Context: an optimization exercise on an open-source flow, tuned for small area. The choices shown serve that exercise and are no tape-out recipe. The RTL of this run was laid out without a check of its function. Power and IR drop assume default switching activity.

$ cat run.sh
#!/bin/bash
# synth_recipe.tcl (not shown) runs the flow's synth.tcl, then flattens the netlist and writes it again
# the make line also repeats each setting of config.mk as NAME=value (left out here)
make -C /OpenROAD-flow-scripts/flow DESIGN_CONFIG=/design/flow/config.mk WORK_HOME=/design/flow/orfs CLKGATE_MAP_FILE= SYNTH_SCRIPT=/design/flow/synth_recipe.tcl finish
$ cat config.mk
export PLATFORM = sky130hd
export DESIGN_NAME = i2c_core
export DESIGN_NICKNAME = i2c_core
export VERILOG_FILES = /design/flow/design.v
export SDC_FILE = /design/flow/constraint.sdc
export NUM_CORES = 4
export LEC_CHECK = 0
export CAP_MARGIN = 20
export CORE_MARGIN = 2
export CORE_UTILIZATION = 70
export CTS_BUF_LIST = sky130_fd_sc_hd__clkbuf_8
export CTS_CLUSTER_DIAMETER = 40
export CTS_CLUSTER_SIZE = 16
export PLACE_DENSITY = 0.8
export SLEW_MARGIN = 20
$ cat constraint.sdc
create_clock -name core_clock -period 10.0 [get_ports {pclk}]
set_input_delay 2.0000 -clock core_clock [delete_from_list [all_inputs] [get_ports {pclk}]]
set_output_delay 2.0000 -clock core_clock [all_outputs]
set_load 0.01 [all_outputs]
$ cat design.v
module i2c_clock(
	apb_csel, pclk, prst_n, i_clock_en, i_clock_stop,
	i_clk
	);
input [1:0]apb_csel;
input pclk;
input prst_n;
input i_clock_en;
input i_clock_stop;
  output i_clk; 
wire ice_down;
wire ics_down;
wire ice_enable;
wire ics_enable;
wire clear;
wire pre_iclk;
wire [8:0]clock_rate;
reg [1:0] ice_counter;
reg [1:0] ics_counter;
reg [8:0]clock_counter;
reg i_clock_en_pre;
reg i_clock_stop_longer_edge_pre;
assign ice_down = i_clock_en_pre & (~i_clock_en);
assign ics_down = i_clock_stop_longer_edge_pre & (~i_clock_stop);
assign ice_enable = (ice_counter > 0); 
assign ics_enable = (ics_counter > 0);
assign clock_rate = apb_csel[1] ? (apb_csel[0] ? 15 : 125) : (apb_csel[0] ? 50 : 500);
assign pre_iclk = (clock_counter >= clock_rate/2);
assign clear = (clock_counter == clock_rate);
assign i_clk = (ics_enable | ~ice_enable | i_clock_en)?1'b1:pre_iclk;
always @(posedge pclk,negedge prst_n) 
begin
	if(~prst_n) 
	begin 
		i_clock_en_pre <= 1'b0;
		i_clock_stop_longer_edge_pre <= 1'b0;
	end
    else 
	begin 
        i_clock_en_pre <= i_clock_en;
        i_clock_stop_longer_edge_pre <= i_clock_stop;
	end
end
always @(posedge pclk, negedge prst_n)
begin
	if(~prst_n) ice_counter <= 2'b0;
	else 
	begin
	casex({ice_down, ics_down})
		2'b01: ice_counter <= 2'b00;
		2'b11: ice_counter <= 2'b00;
		2'b10: ice_counter <= ice_counter + 1'd1;
		2'b00: ice_counter <= ice_counter;
		default: ice_counter <= ice_counter;
	endcase
	end
end
always @(posedge pclk, negedge prst_n)
begin
	if(~prst_n) ics_counter <= 2'b0;
	else 
	begin
	case({ics_down, ice_down})
		2'b01: ics_counter <= 2'b00;
		2'b11: ics_counter <= 2'b00;
		2'b10: ics_counter <= ics_counter + 1'd1;
		2'b00: ics_counter <= ics_counter;
	default: ics_counter <= ics_counter;
	endcase
	end
end
always @(posedge pclk, negedge prst_n)
begin
	if (~prst_n) clock_counter <= 9'd0;
	else
	begin
		if ((~ice_enable)) 
			clock_counter <= 9'd0;
		else 
			clock_counter <= clock_counter + 9'd1; 
	end 
end
endmodule
module i2c_txff(
  txff_data,
  txff_txnf,
  txff_empty,
  pclk,
  prst_n,
  apb_ctx,
  i_txff_rd,
  apb_data,
  apb_txff_wr);
output [7:0]txff_data;
output txff_txnf;
output txff_empty;
input [7:0] apb_data;
input pclk;
input prst_n;
input apb_ctx;
input i_txff_rd;
input apb_txff_wr;
wire fbit_comp;
wire equal;
wire dt_we_txfifo, dt_re_txfifo;
wire overflow_set;
wire txff_full;
wire txff_txne ;  
wire apb_ctx_up;
reg [4:0]txff_wptr,txff_rptr;
reg [127:0]txff_memory;
reg txff_ov;
reg apb_ctx1;
reg dt_we_txfifo1;
reg dt_we_txfifo2;
reg dt_we_txfifo3;
reg dt_re_txfifo1;
reg dt_re_txfifo2;
reg dt_re_txfifo3;
assign apb_ctx_up = apb_ctx & ~apb_ctx1;
assign fbit_comp 	=  (txff_wptr[4] ^txff_rptr[4]);
assign equal 		= (txff_wptr[3:0] == txff_rptr[3:0]);
assign txff_full 	= fbit_comp & equal;
assign txff_txne 	= ~(~fbit_comp & equal);
assign txff_empty 	= ~fbit_comp & equal;
assign dt_we_txfifo = (~txff_full)& apb_txff_wr;
assign dt_re_txfifo = txff_txne & i_txff_rd;
assign overflow_set = txff_full & dt_we_txfifo;
assign txff_txnf = ~txff_full;
assign txff_data =  txff_memory[txff_rptr[3:0]*8 +: 8];
always @(posedge pclk or negedge prst_n) 
begin
	if(~prst_n)
	txff_memory <= 128'd0;
	else if(dt_we_txfifo|dt_we_txfifo1) 
	txff_memory[txff_wptr[3:0]*8 +: 8] <= apb_data;
end
always @(posedge pclk or negedge prst_n) 
begin
	if(~prst_n) 
		txff_rptr <= 5'd0;
	else if (apb_ctx_up)
		txff_rptr <= 5'd0;
	else begin
		if(dt_re_txfifo3) 
			txff_rptr <= txff_rptr + 5'd1;
        else 
			txff_rptr <= txff_rptr;
	end
end
always @(posedge pclk or negedge prst_n) 
begin
	if(~prst_n) 
		txff_wptr <= 5'd0;
	else begin
	case ({apb_ctx_up,dt_we_txfifo3})
		2'b00:  txff_wptr <= txff_wptr;
		2'b01:  txff_wptr <= txff_wptr + 5'd1;
		2'b10:  txff_wptr <= txff_rptr;
		2'b11:  txff_wptr <= txff_rptr;          
	endcase
	end
end
always @(posedge pclk or negedge prst_n) 
begin
    if(~prst_n)
		txff_ov <= 1'b0; 
    else begin
	case ({overflow_set , dt_re_txfifo})
		2'b00:  txff_ov <= txff_ov;
		2'b01:  txff_ov <= 1'b0;
		2'b10:  txff_ov <= 1'b1;
		2'b11:  txff_ov <= 1'b0;          
	endcase
    end
end    
always @(posedge pclk, negedge prst_n)
begin
	if(~prst_n) begin
	apb_ctx1 <= 1'b0;
	dt_we_txfifo1 <= 1'b0;
	dt_we_txfifo2 <= 1'b0;
	dt_we_txfifo3 <= 1'b0;
	dt_re_txfifo1 <= 1'b0;
	dt_re_txfifo2 <= 1'b0;
	dt_re_txfifo3 <= 1'b0;
	end 
	else begin	
	apb_ctx1 <= apb_ctx;
	dt_we_txfifo1 <= dt_we_txfifo;
	dt_we_txfifo2 <= dt_we_txfifo1;
	dt_we_txfifo3 <= dt_we_txfifo2;
	dt_re_txfifo1 <= dt_re_txfifo;
	dt_re_txfifo2 <= dt_re_txfifo1;
	dt_re_txfifo3 <= dt_re_txfifo2;
	end
end
endmodule
module i2c_rxff(
  rxff_data,
  rxff_rxne,
  rxff_ov,
  pclk,
  prst_n,
  apb_crx,
  i_rxff_wr,
  rxff_din,
  apb_rxff_rd);
output [7:0]rxff_data;
output rxff_rxne;
output reg rxff_ov;
input [7:0] rxff_din;
input   pclk;
input   prst_n;
input   apb_crx;
input   i_rxff_wr;
input   apb_rxff_rd;
wire  fbit_comp;
wire  equal;
wire dt_we_rxfifo, dt_re_rxfifo;
wire overflow_set;
wire rxff_full;
wire rxff_threshold;	
wire apb_crx_up;
reg [4:0]rxff_wptr,rxff_rptr;
reg [127:0]rxff_memory;
reg apb_crx1;
reg dt_we_rxfifo1;
reg dt_we_rxfifo2;
reg dt_we_rxfifo3;
assign dt_we_rxfifo = (~rxff_full)& i_rxff_wr;
assign dt_re_rxfifo = rxff_rxne & apb_rxff_rd;
assign overflow_set = rxff_full & i_rxff_wr;
assign rxff_data =  rxff_memory[rxff_rptr[3:0]*8 +: 8]; 
assign fbit_comp =  (rxff_wptr[4] ^rxff_rptr[4]);
assign equal = (rxff_wptr[3:0] - rxff_rptr[3:0])? 1'b1 : 1'b0; 
assign rxff_full = fbit_comp & equal;
assign rxff_rxne = (~fbit_comp & equal);
assign apb_crx_up = apb_crx & ~apb_crx1;
always @(posedge pclk or negedge prst_n) 
begin
	if(~prst_n)
        rxff_memory <= 128'd0;
	else if(dt_we_rxfifo | dt_we_rxfifo) 
        rxff_memory[rxff_wptr[3:0]*8 +: 8] <= rxff_din;
end
always @(posedge pclk or negedge prst_n) 
begin
    if(~prst_n) 
        rxff_rptr <= 5'd0;
	else if (apb_crx_up)
		rxff_rptr <= 5'd0;
	else begin
		if(dt_re_rxfifo) 
			rxff_rptr <= rxff_rptr + 5'd1;
        else 
			rxff_rptr <= rxff_rptr;
	end
end
always @(posedge pclk or negedge prst_n) 
begin
	if(~prst_n) 
		rxff_wptr <= 5'd0;
	else begin
	case ({apb_crx_up , dt_we_rxfifo3})
		2'b00:  rxff_wptr <= rxff_wptr;
		2'b01:  rxff_wptr <= rxff_wptr + 5'd1;
		2'b10:  rxff_wptr <= rxff_rptr;
		2'b11:  rxff_wptr <= rxff_rptr;          
	endcase
	end
end
always @(posedge pclk or negedge prst_n) 
begin
	if(~prst_n)
		rxff_ov <= 1'b0; 
	else begin
	case ({overflow_set , dt_we_rxfifo})
		2'b00:  rxff_ov <= rxff_ov;
		2'b01:  rxff_ov <= 1'b0;
		2'b10:  rxff_ov <= 1'b1;
		2'b11:  rxff_ov <= 1'b0;          
	endcase
    end
end    
always @(posedge pclk or negedge prst_n)
begin
	if(~prst_n) begin
	apb_crx1 <= 1'b0;
	dt_we_rxfifo1 <= 1'b0;
	dt_we_rxfifo2 <= 1'b0;
	dt_we_rxfifo3 <= 1'b0;
	end else begin
	apb_crx1 <= apb_crx; 
	dt_we_rxfifo1 <= dt_we_rxfifo;
	dt_we_rxfifo2 <= dt_we_rxfifo1;
	dt_we_rxfifo3 <= dt_we_rxfifo2;
	end
end
endmodule
module i2c_apb(
	prst_n		, pclk		, psel		, penable	, pwrite	, paddr		, pwdata, 
	rxff_data	, 	rxff_ov	, i_rx_busy	, i_tx_busy	, rxff_rxne	, txff_txnf	, i_mrs	,
    prdata	, apb_ctx	, apb_crx		, apb_ms		, apb_en, 
	apb_csel, apb_tadd	, apb_txff_wr	, apb_rxff_rd	, i2c_if,
	apb_add	, apb_rw	, apb_sp		, apb_rs		, apb_data
	);
input prst_n;
input pclk;
input psel;
input penable;
input pwrite;
input [7:0] paddr;
input [31:0] pwdata;
input [7:0] rxff_data;
input rxff_ov;
input i_rx_busy;
input i_tx_busy;
input rxff_rxne;
input txff_txnf;
input i_mrs;
output reg [31:0] prdata;
output apb_ctx;
output apb_crx;
output apb_ms;
output apb_en;
output reg [6:0] apb_add;
output apb_rw;
output apb_sp;
output apb_rs;
output reg [7:0] apb_data;
output [1:0]apb_csel;
output reg [6:0] apb_tadd;
output apb_txff_wr;
output apb_rxff_rd;
output i2c_if;
wire apb_oie;
wire apb_tie;
wire apb_rie; 
wire apb_busy;
wire i2c_tf;
wire i2c_rf;
wire i2c_of; 
wire i2c_te;
wire i2c_re; 
wire we;
wire read; 
wire result;
reg con_we;
reg se_we;
reg add_we;
reg com_we;
reg dt_we;
reg ie_we;
reg cd_we;
reg tadd_we;
reg [6:0] apb_con;
reg [1:0] apb_se;
reg [2:0] apb_com;
reg [2:0] apb_ie;
reg [1:0] apb_clk;
assign apb_ctx =  apb_con[0];
assign apb_crx = apb_con[1];
assign apb_ms =  apb_con[2];
assign apb_en = apb_se[0];
assign apb_busy = i_tx_busy | i_rx_busy;
assign apb_rw = apb_com[0];
assign apb_sp = apb_com[1];
assign apb_rs = apb_com[2];
assign apb_csel = apb_clk;
assign apb_rie = apb_ie[1];
assign apb_tie = apb_ie[1];
assign apb_oie = apb_ie[0];
assign apb_txff_wr = dt_we & txff_txnf;
assign read = psel & penable &(~pwrite);
assign result = (paddr[7:0]==8'h2C);
assign apb_rxff_rd =read & result;
assign i2c_te = txff_txnf;
assign i2c_re = rxff_rxne;
assign i2c_tf = apb_tie & i2c_te;
assign i2c_rf = apb_rie & i2c_re;
assign i2c_of = apb_oie & rxff_ov; 
assign i2c_if = i2c_tf | i2c_rf | i2c_of;	   
assign we= psel & pwrite & penable;
always @(*) 
begin
	case(paddr[7:0])
	8'h1C:begin
		con_we= we;
		se_we = 1'b0;
		add_we = 1'b0;
		com_we = 1'b0;
		dt_we = 1'b0;
		ie_we = 1'b0;
		cd_we = 1'b0;
		tadd_we = 1'b0;
	end
	8'h20: begin
		con_we= 1'b0;
		se_we = we;
		add_we = 1'b0;
		com_we = 1'b0;
		dt_we = 1'b0;
		ie_we = 1'b0;
		cd_we = 1'b0;
		tadd_we = 1'b0;
	end
	8'h24: begin
		con_we= 1'b0;
		se_we = 1'b0;
		add_we = we;
		com_we = 1'b0;
		dt_we = 1'b0;
		ie_we = 1'b0;
		cd_we = 1'b0;
		tadd_we = 1'b0;    
	end
	8'h28: begin 
		con_we= 1'b0;
		se_we = 1'b0;
		add_we = 1'b0;
		com_we = we;
		dt_we = 1'b0;
		ie_we = 1'b0;
		cd_we = 1'b0;
		tadd_we = 1'b0;
	end
	8'h2C: begin
		con_we= 1'b0;
		se_we = 1'b0;
		add_we = 1'b0;
		com_we = 1'b0;
		dt_we = we;
		ie_we = 1'b0;
		cd_we = 1'b0;
		tadd_we = 1'b0;
	end
	8'h30: begin
		con_we= 1'b0;
		se_we = 1'b0;
		add_we = 1'b0;
		com_we = 1'b0;
		dt_we = 1'b0;
		ie_we = we;
		cd_we = 1'b0;
		tadd_we = 1'b0;
	end
	8'h3C: begin
		con_we= 1'b0;
		se_we = 1'b0;
		add_we = 1'b0;
		com_we = 1'b0;
		dt_we = 1'b0;
		ie_we = 1'b0;
		cd_we = we;
		tadd_we = 1'b0;
	end
	8'h40: begin
		con_we= 1'b0;
		se_we = 1'b0;
		add_we = 1'b0;
		com_we = 1'b0;
		dt_we = 1'b0;
		ie_we = 1'b0;
		cd_we = 1'b0;
		tadd_we = we;
	end
	default:begin
		con_we= 1'b0;
		se_we = 1'b0;
		add_we = 1'b0;
		com_we = 1'b0;
		dt_we = 1'b0;
		ie_we = 1'b0;
		cd_we = 1'b0;
		tadd_we = 1'b0;
	end
    endcase
end
always @(posedge pclk,negedge prst_n) 
begin
    if(~prst_n) 
		apb_con<= 3'd0;
    else if(con_we) 
		apb_con<= pwdata[2:0];
end
always @(posedge pclk,negedge prst_n) 
begin
    if(~prst_n) 
		apb_se<= 2'd0;
    else if(se_we) 
		apb_se<= pwdata[1:0];
end
always @(posedge pclk,negedge prst_n) 
begin
    if(~prst_n) 
		apb_add<= 7'd0;
    else if(add_we) 
		apb_add<= pwdata[6:0];
end
always @(posedge pclk,negedge prst_n) 
begin
    if(~prst_n) 
		apb_com<= 3'd0;
    else if (i_mrs)
		apb_com[2] <= 1'b0;
	else if(com_we) 
		apb_com<= pwdata[2:0];
end
always @(posedge pclk,negedge prst_n) 
begin
	if(~prst_n)
		apb_data<= 8'd0;
	else if(dt_we) 
		apb_data<= pwdata[7:0];
end
always @(posedge pclk,negedge prst_n) 
begin
    if(~prst_n) 
		apb_ie<= 3'd0;
    else if(ie_we) 
		apb_ie<= pwdata[2:0];
end
always @(posedge pclk,negedge prst_n) 
begin
    if(~prst_n) 
		apb_clk<= 2'd0;
    else if(cd_we) 
		apb_clk<= pwdata[1:0];
end
always @(posedge pclk,negedge prst_n) 
begin
    if(~prst_n) 
		apb_tadd<= 7'd0;
    else if(tadd_we) 
		apb_tadd<= pwdata[6:0];
end
always @(*) 
begin
	casez(paddr[7:0])
		8'h1C:prdata={25'd0,apb_con[6:0]};
		8'h20:prdata={27'd0,apb_busy,rxff_rxne,txff_txnf,apb_se[1:0]};
		8'h24:prdata={25'd0,apb_add[6:0]};
		8'h28:prdata={29'd0,apb_com[2:0]};
		8'h2C:prdata={24'd0,rxff_data[7:0]};
		8'h30:prdata={29'd0,apb_ie[2:0]};
		8'h34:prdata={29'd0,i2c_re,i2c_te,rxff_ov};
		8'h38:prdata={29'd0,i2c_tf,i2c_rf,i2c_of};
		8'h3C:prdata={25'd0,apb_clk[1:0]};
		8'h40:prdata={25'd0,apb_tadd[6:0]};
		default: prdata = 32'd0;
    endcase
end
endmodule  
module i2c_interface(
	pclk, prst_n, i_clk, txff_data, apb_en, apb_ms, apb_sp,
	apb_rs, apb_rw,	apb_add, apb_tadd, apb_csel, rxff_ov,txff_empty,
	i_rx_busy, i_tx_busy, i_txff_rd, i_rxff_wr, rxff_din,
	i_clock_en, i_clock_stop, i_mrs, scl_o, scl_oe, sda_o, sda_oe, scl_i, sda_i
	);
parameter
	M_IDLE      = 3'b000,
	M_FIRSTBYTE = 3'b001,
	M_RECEIVE   = 3'b010,
	M_TRANSMIT  = 3'b011,
	S_IDLE      = 3'b100,
	S_FIRSTBYTE = 3'b101,
	S_RECEIVE   = 3'b110,
	S_TRANSMIT  = 3'b111;
input pclk;
input prst_n;
input i_clk;
input [7:0] txff_data;
input apb_en;
input apb_ms;
input apb_sp;
input apb_rs;
input apb_rw;
input [1:0] apb_csel;
input [6:0] apb_add;
input [6:0] apb_tadd;
input rxff_ov;
input txff_empty;
output i_rx_busy;
output i_tx_busy;
output i_txff_rd;
output i_rxff_wr;
output [7:0] rxff_din;
output i_clock_en;
output i_mrs;
output i_clock_stop;
output sda_o;
output sda_oe;
output scl_o;
output scl_oe;
input sda_i;
input scl_i;
wire sda = sda_i;
wire scl = scl_i;
reg [3:0] bc_down;
reg [3:0] bc_up;
reg [15:0] m_start_count;
reg [15:0] rs_count;
reg [7:0] rx_shift_data;
reg [8:0] tx_shift_data;
reg [2:0] cur_state;
reg [2:0] next_state;
reg [7:0] byte_count;
reg [10:0] ics_counter;    
reg [10:0] s_scl_counter;
reg [10:0] s_cd;
reg [10:0] bcd9_counter;
reg [4:0] ics_enable;
reg [7:0] s_init_value;
reg scl1, sda1, mrs2, mrs3, apb_ms1, apb_ms2, apb_ms3, m_stop1;
reg mrs_one1, mrs_one2, mrs_three1, mrs_three2;
reg s_r1, s_w1, m_r1, m_w1;
wire scl_down = ~scl & scl1;
wire scl_up   = scl & ~scl1;
wire sda_down = ~sda & sda1;
wire sda_up   = sda & ~sda1;
wire bcd0 = (bc_down == 4'd0);
wire bcd9 = bc_down[3] & bc_down[0];
wire bcd8 = bc_down[3] & ~bc_down[0];
wire bcd_gt2 = bc_down[3] | bc_down[2] | (bc_down[1] & bc_down[0]);
wire bcu0 = (bc_up == 4'd0);
wire bcu9 = bc_up[3] & bc_up[0];
wire bcu8 = bc_up[3] & ~bc_up[0];
wire bcu6 = bc_up[2] & bc_up[1] & ~bc_up[0];
wire apb_ms_down = ~apb_ms & apb_ms3;
wire apb_ms_up   = apb_ms & ~apb_ms3;
wire m_fsm_receive   = (cur_state == M_RECEIVE);
wire m_fsm_firstbyte = (cur_state == M_FIRSTBYTE);
wire m_fsm_transmit  = (cur_state == M_TRANSMIT);
wire s_fsm_idle      = (cur_state == S_IDLE);
wire s_fsm_receive   = (cur_state == S_RECEIVE);
wire s_fsm_firstbyte = (cur_state == S_FIRSTBYTE);
wire s_fsm_transmit  = (cur_state == S_TRANSMIT);
wire bytec0 = (byte_count == 8'd0);
wire bytec1 = (byte_count == 8'd1);
wire c0 = ~apb_csel[1] & ~apb_csel[0];
wire c1 = ~apb_csel[1] &  apb_csel[0];
wire c2 =  apb_csel[1] & ~apb_csel[0];
wire c3 =  apb_csel[1] &  apb_csel[0];
wire [10:0] ic = ics_counter;
wire ics_nz  = |ic;
wire ics_one = ics_nz & (c0 & (ic < 500) | c1 & (ic < 50) | c2 & (ic < 125) | c3 & (ic < 15));
wire ics_two = ics_nz & (c0 & (ic < 1000) | c1 & (ic < 100) | c2 & (ic < 250) | c3 & (ic < 30));
wire ics_three = ics_nz & (c0 & (ic < 1500) | c1 & (ic < 150) | c2 & (ic < 375) | c3 & (ic < 45));
wire ics_eq1 = c0 & (ic == 500) | c1 & (ic == 50) | c2 & (ic == 125) | c3 & (ic == 15);
wire ics_clr = c0 & (ic == 1500) | c1 & (ic == 150) | c2 & (ic == 375) | c3 & (ic == 45);
wire rs_hi0 = ~|rs_count[15:11];
wire [10:0] rc = rs_count[10:0];
wire rs_nz = |rs_count;
wire mrs_one   = rs_nz & rs_hi0 & (c0 & (rc < 500) | c1 & (rc < 50) | c2 & (rc < 125) | c3 & (rc < 15));
wire mrs_two   = rs_nz & rs_hi0 & (c0 & (rc < 1000) | c1 & (rc < 100) | c2 & (rc < 250) | c3 & (rc < 30));
wire mrs_three = rs_nz & rs_hi0 & (c0 & (rc <= 1500) | c1 & (rc <= 150) | c2 & (rc <= 375) | c3 & (rc <= 45));
wire rs_clr    = rs_hi0 & (c0 & (rc == 1504) | c1 & (rc == 154) | c2 & (rc == 379) | c3 & (rc == 49));
wire mrs_one_down   = ~mrs_one & mrs_one2;
wire mrs_three_down = ~mrs_three & mrs_three2;
wire ms_hi0 = ~|m_start_count[15:11];
wire [10:0] mc = m_start_count[10:0];
wire start_complete = ms_hi0 & (c0 & (mc == 1000) | c1 & (mc == 100) | c2 & (mc == 250) | c3 & (mc == 30));
wire ms_lo = |m_start_count & ms_hi0 & (c0 & (mc <= 500) | c1 & (mc <= 50) | c2 & (mc <= 125) | c3 & (mc <= 15));
wire s_start = scl & sda_down & ~apb_ms;
wire s_stop  = scl & sda_up & ~apb_ms;
assign i_rxff_wr = (m_fsm_receive | s_fsm_receive) & bcu8 & scl_down;
assign i_txff_rd = ~txff_empty & (((s_fsm_firstbyte & rx_shift_data[0]) | s_fsm_transmit |
			((m_fsm_transmit | m_fsm_firstbyte) & ~apb_rw)) & scl_up & bcd8);
wire ack_edge = scl_up & bcd0;
wire m_ack_ok = ack_edge ? (~(~sda & (m_fsm_transmit | m_fsm_firstbyte)) & ~m_fsm_receive) : 1'b1;
wire s_ack_ok = s_fsm_transmit & ack_edge & ~sda;
wire m_r = apb_rw & ~m_ack_ok;
wire m_w = ~apb_rw & ~m_ack_ok;
wire s_right_addr = ~bytec0 & s_fsm_firstbyte & (rx_shift_data[7:1] == apb_add[6:0]);
wire s_r = s_right_addr & bcu9 & ~rx_shift_data[0];
wire s_w = s_right_addr & bcu9 & rx_shift_data[0];
wire m_tx_shift_en = scl_down & (m_fsm_firstbyte | m_fsm_transmit) & ~bcu8;
wire m_rx_shift_en = scl_up & m_fsm_receive & ~(bcd0 | bcd9);
wire s_tx_shift_en = scl_down & (s_fsm_firstbyte | s_fsm_transmit) & ~bcu8;
wire s_rx_shift_en = scl_up & (s_fsm_firstbyte | s_fsm_receive) & ~bcu8;
always @(posedge pclk or negedge prst_n)
begin
	if (~prst_n)
		s_init_value <= 8'd0;
	else if (bcu6)
		s_init_value <= txff_data[7:0];
end
wire [7:0] m_init_value = (m_fsm_firstbyte & bytec0) ? {apb_tadd[6:0], apb_rw} : txff_data[7:0];
wire m_stop    = apb_ms & ~apb_sp & bcd0 & ~bytec0;
wire m_stop_up = m_stop & ~m_stop1;
wire ics_en    = m_stop_up | (m_ack_ok & ack_edge & (m_fsm_firstbyte | m_fsm_transmit));
wire m_rs_interval = apb_rs & bcd0;
wire m_restart     = m_rs_interval & ~mrs3;
assign i_mrs       = mrs_three_down;
assign i_tx_busy = (cur_state == S_TRANSMIT) | (~cur_state[2] & cur_state[0]);
assign i_rx_busy = (cur_state[2] & (cur_state[1] ^ cur_state[0])) | m_fsm_receive;
assign i_clock_en   = ms_lo | (mrs_three & ~mrs_two);
assign i_clock_stop = apb_ms & ics_eq1 | mrs_one_down;
wire s_rs_detect   = (bcd9_counter > s_cd);
wire [11:0] s_cd54 = {1'b0, s_cd} + {3'b0, s_cd[10:2]};
wire s_stop_detect = ~apb_ms & ({1'b0, bcd9_counter} == s_cd54);
wire ack_return = ics_one | (((bcd0 | bcd9) & ~s_rs_detect & (s_fsm_firstbyte | s_fsm_receive |
			(apb_sp & m_fsm_receive & ~bytec1))) | ((s_fsm_transmit | s_fsm_receive) & bytec1));
wire s_firstbyte_to_idle = ack_edge & (~s_right_addr | s_ack_ok);
assign rxff_din = rx_shift_data[7:0];
wire m_hiz = apb_ms & ((m_fsm_receive & (~(bcd0 | bcd9) | (bcu0 & bytec1))) |
			((m_fsm_firstbyte | m_fsm_transmit) & (bcd0 | bcd9)) | mrs_one_down);
wire s_hiz = ~apb_ms & (s_rs_detect | s_fsm_idle | ((s_fsm_receive | s_fsm_firstbyte) & (~(bcd0 | bcd9) | bytec0)) |
			(s_fsm_transmit & (bcd0 | bcd9 | bytec1)));
wire hiz = m_hiz | s_hiz;
wire zero = (ack_return & ~rxff_ov) | ((i_clock_en | (~ics_one & ics_two) | (mrs_one | mrs_three_down)) & apb_ms);
wire one  = (apb_ms & ics_three & ~ics_two) | (ack_return & rxff_ov) | (apb_ms & mrs_two & ~mrs_one);
assign scl_oe = apb_ms | ~prst_n | rxff_ov;
assign scl_o  = apb_ms ? i_clk : ~prst_n;
assign sda_oe = one | zero | ~hiz;
assign sda_o  = one ? 1'b1 : (zero ? 1'b0 : tx_shift_data[8]);
always @(posedge pclk or negedge prst_n)
begin
	if (~prst_n) cur_state <= M_IDLE;
	else if (~apb_en) cur_state <= apb_ms ? M_IDLE : S_IDLE;
	else if (apb_ms_up) cur_state <= M_IDLE;
	else if (apb_ms_down) cur_state <= S_IDLE;
	else cur_state <= next_state;
end
always @(*)
begin
	case (cur_state)
		M_IDLE:
			if (apb_sp) next_state = M_FIRSTBYTE;
			else next_state = cur_state;
		M_FIRSTBYTE:
			if (m_w1) next_state = M_TRANSMIT;
			else if (m_r1) next_state = M_RECEIVE;
			else if (ack_edge & m_ack_ok) next_state = M_IDLE;
			else next_state = cur_state;
		M_TRANSMIT:
			if (ics_enable[4] | i_clock_stop) next_state = M_IDLE;
			else next_state = cur_state;
		M_RECEIVE:
			if (m_stop | i_clock_stop) next_state = M_IDLE;
			else next_state = cur_state;
		S_IDLE:
			if (s_start) next_state = S_FIRSTBYTE;
			else next_state = cur_state;
		S_FIRSTBYTE:
			if (s_w1) next_state = S_TRANSMIT;
			else if (s_r1) next_state = S_RECEIVE;
			else if (s_firstbyte_to_idle) next_state = S_IDLE;
			else next_state = cur_state;
		S_TRANSMIT:
			if (s_start) next_state = S_FIRSTBYTE;
			else if ((~s_ack_ok & ack_edge) | s_stop) next_state = S_IDLE;
			else next_state = cur_state;
		default:  
			if (s_stop) next_state = S_IDLE;
			else if (s_start) next_state = S_FIRSTBYTE;
			else next_state = cur_state;
	endcase
end
always @(posedge pclk or negedge prst_n)
begin
	if (~prst_n) bc_up <= 4'b0;
	else if (bcu9) bc_up <= 4'b0;
	else if (scl_up) bc_up <= bc_up + 4'd1;
end
always @(posedge pclk or negedge prst_n)
begin
	if (~prst_n) bc_down <= 4'b0;
	else if (bcd9) bc_down <= 4'b0;
	else if (scl_down) bc_down <= bc_down + 4'd1;
end
always @(posedge pclk or negedge prst_n)
begin
	if (~prst_n) byte_count <= 8'b0;
	else if (ics_en | m_restart | s_start) byte_count <= 8'b0;
	else if (bcu0 & scl_down) byte_count <= byte_count + 8'd1;
end
always @(posedge pclk or negedge prst_n)
begin
	if (~prst_n) s_scl_counter <= 11'b0;
	else if (scl_up) s_scl_counter <= 11'b0;
	else s_scl_counter <= s_scl_counter + 11'd1;
end
always @(posedge pclk or negedge prst_n)
begin
	if (~prst_n) s_cd <= 11'b0;
	else if (scl_up) s_cd <= s_scl_counter;
end
always @(posedge pclk or negedge prst_n)
begin
	if (~prst_n) m_start_count <= 16'b0;
	else if (~start_complete) m_start_count <= apb_sp ? m_start_count + 16'd1 : 16'b0;
end
always @(posedge pclk or negedge prst_n)
begin
	if (~prst_n) rs_count <= 16'b0;
	else if (m_restart) rs_count <= 16'b0;
	else if (~(rs_clr | (~apb_rs & bcd_gt2))) rs_count <= rs_count + 16'd1;
end
always @(posedge pclk or negedge prst_n)
begin
	if (~prst_n) bcd9_counter <= 11'b0;
	else if (scl_down) bcd9_counter <= 11'b0;
	else if (~s_stop_detect) bcd9_counter <= bcd9_counter + 11'd1;
end
always @(posedge pclk or negedge prst_n)
begin
	if (~prst_n) ics_counter <= 11'b0;
	else if (ics_en) ics_counter <= 11'b0;
	else if (~((ics_clr | apb_sp) & ~bytec0) & ~(ics_counter[10] & ics_counter[9]))
		ics_counter <= ics_counter + 11'd1;
end
always @(posedge pclk or negedge prst_n)
begin
	if (~prst_n) rx_shift_data <= 8'd0;
	else if (m_rx_shift_en | s_rx_shift_en) rx_shift_data <= {rx_shift_data[6:0], sda};
end
always @(posedge pclk or negedge prst_n)
begin
	if (~prst_n)
		tx_shift_data <= {9{1'b1}};
	else if (apb_ms) begin
		if (m_tx_shift_en)
			tx_shift_data <= {tx_shift_data[7:0], 1'b1};
		else if (bcd9 | (m_fsm_firstbyte & bytec0) | m_restart)
			tx_shift_data <= {1'b1, m_init_value};
	end
	else begin
		if (bcu9)
			tx_shift_data <= {1'b0, s_init_value};
		else if (s_tx_shift_en)
			tx_shift_data <= {tx_shift_data[7:0], 1'b1};
	end
end
always @(posedge pclk)
begin
	if (~prst_n) begin
		scl1 <= 1'b0;
		sda1 <= 1'b0;
		m_stop1 <= 1'b0;
		mrs2 <= 1'b0;
		mrs3 <= 1'b0;
		apb_ms1 <= 1'b0;
		apb_ms2 <= 1'b0;
		apb_ms3 <= 1'b0;
		ics_enable <= 5'b0;
		mrs_one1 <= 1'b0;
		mrs_one2 <= 1'b0;
		mrs_three1 <= 1'b0;
		mrs_three2 <= 1'b0;
		s_r1 <= 1'b0;
		s_w1 <= 1'b0;
		m_r1 <= 1'b0;
		m_w1 <= 1'b0;
	end
	else begin
		scl1 <= scl;
		sda1 <= sda;
		m_stop1 <= m_stop;
		mrs2 <= m_rs_interval;
		mrs3 <= mrs2;
		apb_ms1 <= apb_ms;
		apb_ms2 <= apb_ms1;
		apb_ms3 <= apb_ms2;
		ics_enable <= {ics_enable[3:0], i_clock_stop};
		mrs_one1 <= mrs_one;
		mrs_one2 <= mrs_one1;
		mrs_three1 <= mrs_three;
		mrs_three2 <= mrs_three1;
		s_r1 <= s_r;
		s_w1 <= s_w;
		m_r1 <= m_r;
		m_w1 <= m_w;
	end
end
endmodule
module i2c_core ( 
   prdata, i2c_if,
   sda_o, sda_oe, scl_o, scl_oe, sda_i, scl_i,
   pwrite, pwdata, psel, prst_n, penable, pclk, paddr
   );
input [7:0]		paddr;			 
input			pclk;			 
input			penable;		 
input			prst_n;			 
input			psel;			 
input [31:0]		pwdata;			 
input			pwrite;			 
output			i2c_if;			 
output [31:0]		prdata;			 
output sda_o, sda_oe, scl_o, scl_oe;
input sda_i, scl_i;
wire [6:0]		apb_add;		 
wire			apb_crx;		 
wire [1:0]		apb_csel;		 
wire			apb_ctx;		 
wire [7:0]		apb_data;		 
wire			apb_en;			 
wire			apb_ms;			 
wire			apb_rs;			 
wire			apb_rw;			 
wire			apb_rxff_rd;		 
wire			apb_sp;			 
wire [6:0]		apb_tadd;		 
wire			apb_txff_wr;		 
wire			i_clk;			 
wire			i_clock_en;		 
wire			i_clock_stop;		 
wire			i_mrs;			 
wire			i_rx_busy;		 
wire			i_rxff_wr;		 
wire			i_tx_busy;		 
wire			i_txff_rd;		 
wire [7:0]		rxff_data;		 
wire [7:0]		rxff_din;		 
wire			rxff_ov;		 
wire			rxff_rxne;		 
wire [7:0]		txff_data;		 
wire			txff_empty;		 
wire			txff_txnf;		 
i2c_interface 	ii( 
		   .i_rx_busy		(i_rx_busy),
		   .i_tx_busy		(i_tx_busy),
		   .i_txff_rd		(i_txff_rd),
		   .i_rxff_wr		(i_rxff_wr),
		   .rxff_din		(rxff_din[7:0]),
		   .i_clock_en		(i_clock_en),
		   .i_mrs		(i_mrs),
		   .i_clock_stop	(i_clock_stop),
		   .sda_o		(sda_o),
		   .sda_oe		(sda_oe),
		   .scl_o		(scl_o),
		   .scl_oe		(scl_oe),
		   .sda_i		(sda_i),
		   .scl_i		(scl_i),
		   .pclk		(pclk),
		   .prst_n		(prst_n),
		   .i_clk		(i_clk),
		   .txff_data		(txff_data[7:0]),
		   .apb_en		(apb_en),
		   .apb_ms		(apb_ms),
		   .apb_sp		(apb_sp),
		   .apb_rs		(apb_rs),
		   .apb_rw		(apb_rw),
		   .apb_csel		(apb_csel[1:0]),
		   .apb_add		(apb_add[6:0]),
		   .apb_tadd		(apb_tadd[6:0]),
		   .rxff_ov		(rxff_ov),
		   .txff_empty		(txff_empty));
i2c_apb			ia( 
			   .prdata		(prdata[31:0]),
			   .apb_ctx		(apb_ctx),
			   .apb_crx		(apb_crx),
			   .apb_ms		(apb_ms),
			   .apb_en		(apb_en),
			   .apb_add		(apb_add[6:0]),
			   .apb_rw		(apb_rw),
			   .apb_sp		(apb_sp),
			   .apb_rs		(apb_rs),
			   .apb_data		(apb_data[7:0]),
			   .apb_csel		(apb_csel[1:0]),
			   .apb_tadd		(apb_tadd[6:0]),
			   .apb_txff_wr		(apb_txff_wr),
			   .apb_rxff_rd		(apb_rxff_rd),
			   .i2c_if		(i2c_if),
			   .prst_n		(prst_n),
			   .pclk		(pclk),
			   .psel		(psel),
			   .penable		(penable),
			   .pwrite		(pwrite),
			   .paddr		(paddr[7:0]),
			   .pwdata		(pwdata[31:0]),
			   .rxff_data		(rxff_data[7:0]),
			   .rxff_ov		(rxff_ov),
			   .i_rx_busy		(i_rx_busy),
			   .i_tx_busy		(i_tx_busy),
			   .rxff_rxne		(rxff_rxne),
			   .txff_txnf		(txff_txnf),
			   .i_mrs		(i_mrs));
i2c_rxff		ir( 
			   .rxff_data		(rxff_data[7:0]),
			   .rxff_rxne		(rxff_rxne),
			   .rxff_ov		(rxff_ov),
			   .rxff_din		(rxff_din[7:0]),
			   .pclk		(pclk),
			   .prst_n		(prst_n),
			   .apb_crx		(apb_crx),
			   .i_rxff_wr		(i_rxff_wr),
			   .apb_rxff_rd		(apb_rxff_rd));
i2c_txff		it( 
			   .txff_data		(txff_data[7:0]),
			   .txff_txnf		(txff_txnf),
			   .txff_empty		(txff_empty),
			   .apb_data		(apb_data[7:0]),
			   .pclk		(pclk),
			   .prst_n		(prst_n),
			   .apb_ctx		(apb_ctx),
			   .i_txff_rd		(i_txff_rd),
			   .apb_txff_wr		(apb_txff_wr));
i2c_clock		ic( 
			   .i_clk		(i_clk),
			   .apb_csel		(apb_csel[1:0]),
			   .pclk		(pclk),
			   .prst_n		(prst_n),
			   .i_clock_en		(i_clock_en),
			   .i_clock_stop	(i_clock_stop));
endmodule  
==> flow_summary.ini <==
[run_status]
status = no timing/DRC/antenna violations

[finish]
area_growth_pct = 7.778
instances_no_fill = 2730
n_fill_cell = 2290
utilization_pct = 76.52
drive_above_1_share_pct = 23.49
multi_input_area_sq_um = 12510
area.sequential_sq_um = 11900
n_antenna_cell = 0
finalInstanceArea_sq_um = 27220
finalNetCount = 2336

[pwr]
p_per_area_nw_per_um2 = 167.1
power_mw = 4.549
combPwrFrac_pct = 14.5
internal_power_mw = 3.133
clock_power_share_pct = 36.7
switching_share_pct = 31.13
p_sw_mw = 1.416
p_seq_share_pct = 48.8
ir_worst_vdd_uv = 193.1
leakage_nw = 12.53

[worst_setup_path]
criticalPathCategory = primary input to primary output
cp-end-kind = primary output
worstPathMaxFanout = 8
cp_num_buf_inv = 2
start_kind = primary input
crit_required_ns = 8.00
cpMostUsedCell = clkdlybuf4s50_1
worstPathArrival_ns = 5.25
critPathMaxStageDelay_ns = 0.73
slowest_stage = nor4_2
crit_chain = clkdlybuf4s50_1 -> or2_1 -> or3_1 -> nor4_2 -> a222oi_1 -> o21ai_0 -> a221oi_1 -> o311ai_0 -> clkdlybuf4s50_1
critical-path-top-delay-family = simple AND/OR/NAND/NOR gates

[detailed_routing]
vias_per_cell = 6.451
wl_per_cell_um = 21.03
routed-via-count = 17610
first_pass_iters = 8
wl_um = 57420
drcViolationCount = 0
drt_iter0_drc = 1356
final_antenna_net_count = 0

[clocking]
holdBufCountCts = 0
clk_latency_ns = 0.70
post_cts_resized = 0
cts_setup_buffers = 0
tritoncts = done
clk_pin_slew_ns = 0.07
htreeDepth = 2
numClockSinks = 479
clockRootBuffer = clkbuf_8
numCtsBuffers = 58
cts_buffer_depth = 3

[floorplan]
die_y_um = 193.9
io_pins = 84
die_x_um = 193.9
die-area_sq_um = 37610
core_sq_um = 35570
fp-row-count = 69
start_util_pct = 71.00

[placement]
dpl.hpwl_um = 39350
gp_congestion = 0.9227
placed_cells = 2620
io_buffers = 35
placed_cell_area_sq_um = 25780

[yosys]
syn_area_sq_um = 25250
synth-edff-count = 0
syn_area_per_cell_sq_um = 11.37
synth-main-ff-cell = dfrtp_1
async_reset_ff_share_pct = 95.62
synth_warnings = 5
syn_inst = 2222
synth_cell_types = 92
yosys_register_bits = 479
seq_area_frac_synth_pct = 47.09

[sta]
slew_headroom_pct = 33.03
slew_viol_final = 0
setup_violations = 0
rsz0062_at_grt = no
finalCritPeriodShare_pct = 72.47
hold_viol_final = 0
finClkSkew_ns = 0.05660
fin_crit_ns = 7.247
fmax_ghz = 0.1380
worst_slew_pin_slew_ns = 0.9907
setup_tns_ns = 0

[global_routing]
overflow = 0
grt_first_pass_wirelength_um = 93920
grt_max_degree = 109
grt_pass1_vias = 17790
track_usage_pct = 31.00
antenna_found_initial = 0

[worst_hold_path]
hp-class = flop to flop

[flow_run]
cap_violations = 0
==> cell families after synthesis <==
kind of cell | count (synthesis) | synth area share (%)
muxes | 373 | 20.11
DFF | 479 | 47.09
adders and majority gates | 70 | 3.498
and+or+nand+nor | 657 | 13.75
AOI/OAI and AO/OA | 327 | 8.442
xor gates and xnor gates | 97 | 3.364
other | 1 | 0.01485
buffers and inverters | 218 | 3.731
==> state kept, by name (all words and copies together) (netlist names), 4 cells and up <==
name,count
ic.clock_counter,9
ia.apb_add,7
ia.apb_data,8
ii.bc_up,4
ii.rx_shift_data,8
it.txff_memory,128
ii.ics_enable,5
ii.tx_shift_data,9
ir.rxff_memory,128
ii.m_start_count,16
ii.ics_counter,11
ii.rs_count,16
ir.rxff_wptr,5
ii.bcd9_counter,11
it.txff_rptr,5
ii.s_scl_counter,11
ii.bc_down,4
it.txff_wptr,5
ii.s_cd,11
ii.byte_count,8
ii.s_init_value,8
ia.apb_tadd,7
ir.rxff_rptr,5
==> synth_stat cells (26+ instances only) <==
library cell | instances | area, sq um
a21oi_1 | 67 | 335.3
a22o_1 | 34 | 297.8
buf_2 | 26 | 130.1
clkbuf_1 | 70 | 262.8
dfrtp_1 | 449 | 11240
ha_1 | 69 | 863.3
inv_1 | 77 | 289.0
mux2_2 | 275 | 3097
mux4_2 | 80 | 1802
nand2_1 | 162 | 608.1
nand3_1 | 52 | 260.3
nand4_1 | 34 | 212.7
nor2_1 | 154 | 578.1
nor2b_1 | 29 | 181.4
nor3_1 | 31 | 155.2
o21ai_0 | 113 | 565.5
or3_1 | 32 | 200.2
xnor2_1 | 53 | 464.2
xor2_1 | 44 | 385.4
==> worst reg2reg max path, delay by kind of cell (launching register included) <==
family	cells	cell delay [ns]
AO/OA/AOI/OAI	3	0.74
adder cells (fa/ha/maj)	1	0.33
multiplexers	1	0.41
flip-flops	1	0.33
buffers and inverters	2	0.56
AND/OR/NAND/NOR	4	1.16
==> cell type report <==
type | count | area share [%]
clock inverters | 47 | 2.110
repair buffers | 54 | 1.830
clock buffers | 63 | 3.186
multi-input cells | 1548 | 45.98
well taps | 461 | 2.119
flip-flops and latches | 479 | 43.70
inverters | 78 | 1.076
==> cells in the final DEF (no fill, tap or decap), drive strengths merged, types with 31 or more instances in the layout <==
cell and n:
dfrtp 449, mux2 275, nor2 171, nand2 162, o21ai 116, inv 98, mux4 80, ha 69
a21oi 67, clkbuf 63, xnor2 53, nand3 53, xor2 44, nand4 36, a22o 34, clkdlybuf4s50 34
or3 32, nor3 31
==> metal layers <==
metal	track usage [%]	vias to the layer above	wire length, um
li1	-	7991	-
met1	43.57	8922	24860
met2	49.47	579	27490
met3	4.923	118	3258
met4	11.67	0	1803
met5	0	-	0
==> power groups by stage <==
stage / registers, mW / logic (mW) / clock network, mW
6_report: 2.22 / 0.660 / 1.67
3_3_place_gp: 2.25 / 0.637 / 0
5_1_grt: 2.24 / 0.748 / 1.78
4_1_cts: 2.21 / 0.660 / 1.70
2_1_floorplan: 2.14 / 0.557 / 0
3_5_place_dp: 2.25 / 0.656 / 0
==> worst paths after layout <==
kind	cells after the start	slack, ns	to	startpoint
min in group asynchronous	1	1.32	ii.m_start_count[5]	prst_n
max in group asynchronous	3	6.31	it.txff_rptr[0]	prst_n
min reg2reg	0	0.35	ir.dt_we_rxfifo3	ir.dt_we_rxfifo2
min	0	0.35	ir.dt_we_rxfifo3	ir.dt_we_rxfifo2
max	9	2.75	prdata[2]	paddr[1]
max reg2reg	11	6.36	ir.rxff_memory[37]	ir.rxff_rptr[1]
==> through the flow <==
stage / hold WS [ns] / setup WS [ns]
after floorplan: 0.3312 / 4.283
after global placement: 0.3320 / 2.903
after detailed placement: 0.3450 / 2.797
after CTS: 0.3535 / 2.785
after global routing: 0.3689 / 2.588
final: 0.3492 / 2.753

afterwards: timing with drivers on the ports:
The flow's constraints put no driver on any port. The routed layout listed below was extracted and timed again, unchanged, in two steps.
Step 1 (the two cells are an assumption about what drives the block):
set clk [get_ports {pclk}]
set_driving_cell -lib_cell sky130_fd_sc_hd__clkbuf_16 $clk
set_driving_cell -lib_cell sky130_fd_sc_hd__buf_2 [delete_from_list [all_inputs] $clk]
Step 2 times the ports against the registers' clock, not the clock port: input delays grow and output delays shrink by t, the midpoint of the rising clock arrivals with the driver on.
Three values: ideal ports, drivers, drivers and shift; two values: the first two.
t (ns): 0.725
slack for setup (ns): 2.753 / 2.733 / 2.733
worst setup path after step 2: input to output
clock arrival spread, ns: 0.062 / 0.062
After both steps setup and hold are still met in this run. For this run, drivers alone change the setup slack by -0.020 ns; drivers and shift together by -0.020 ns.
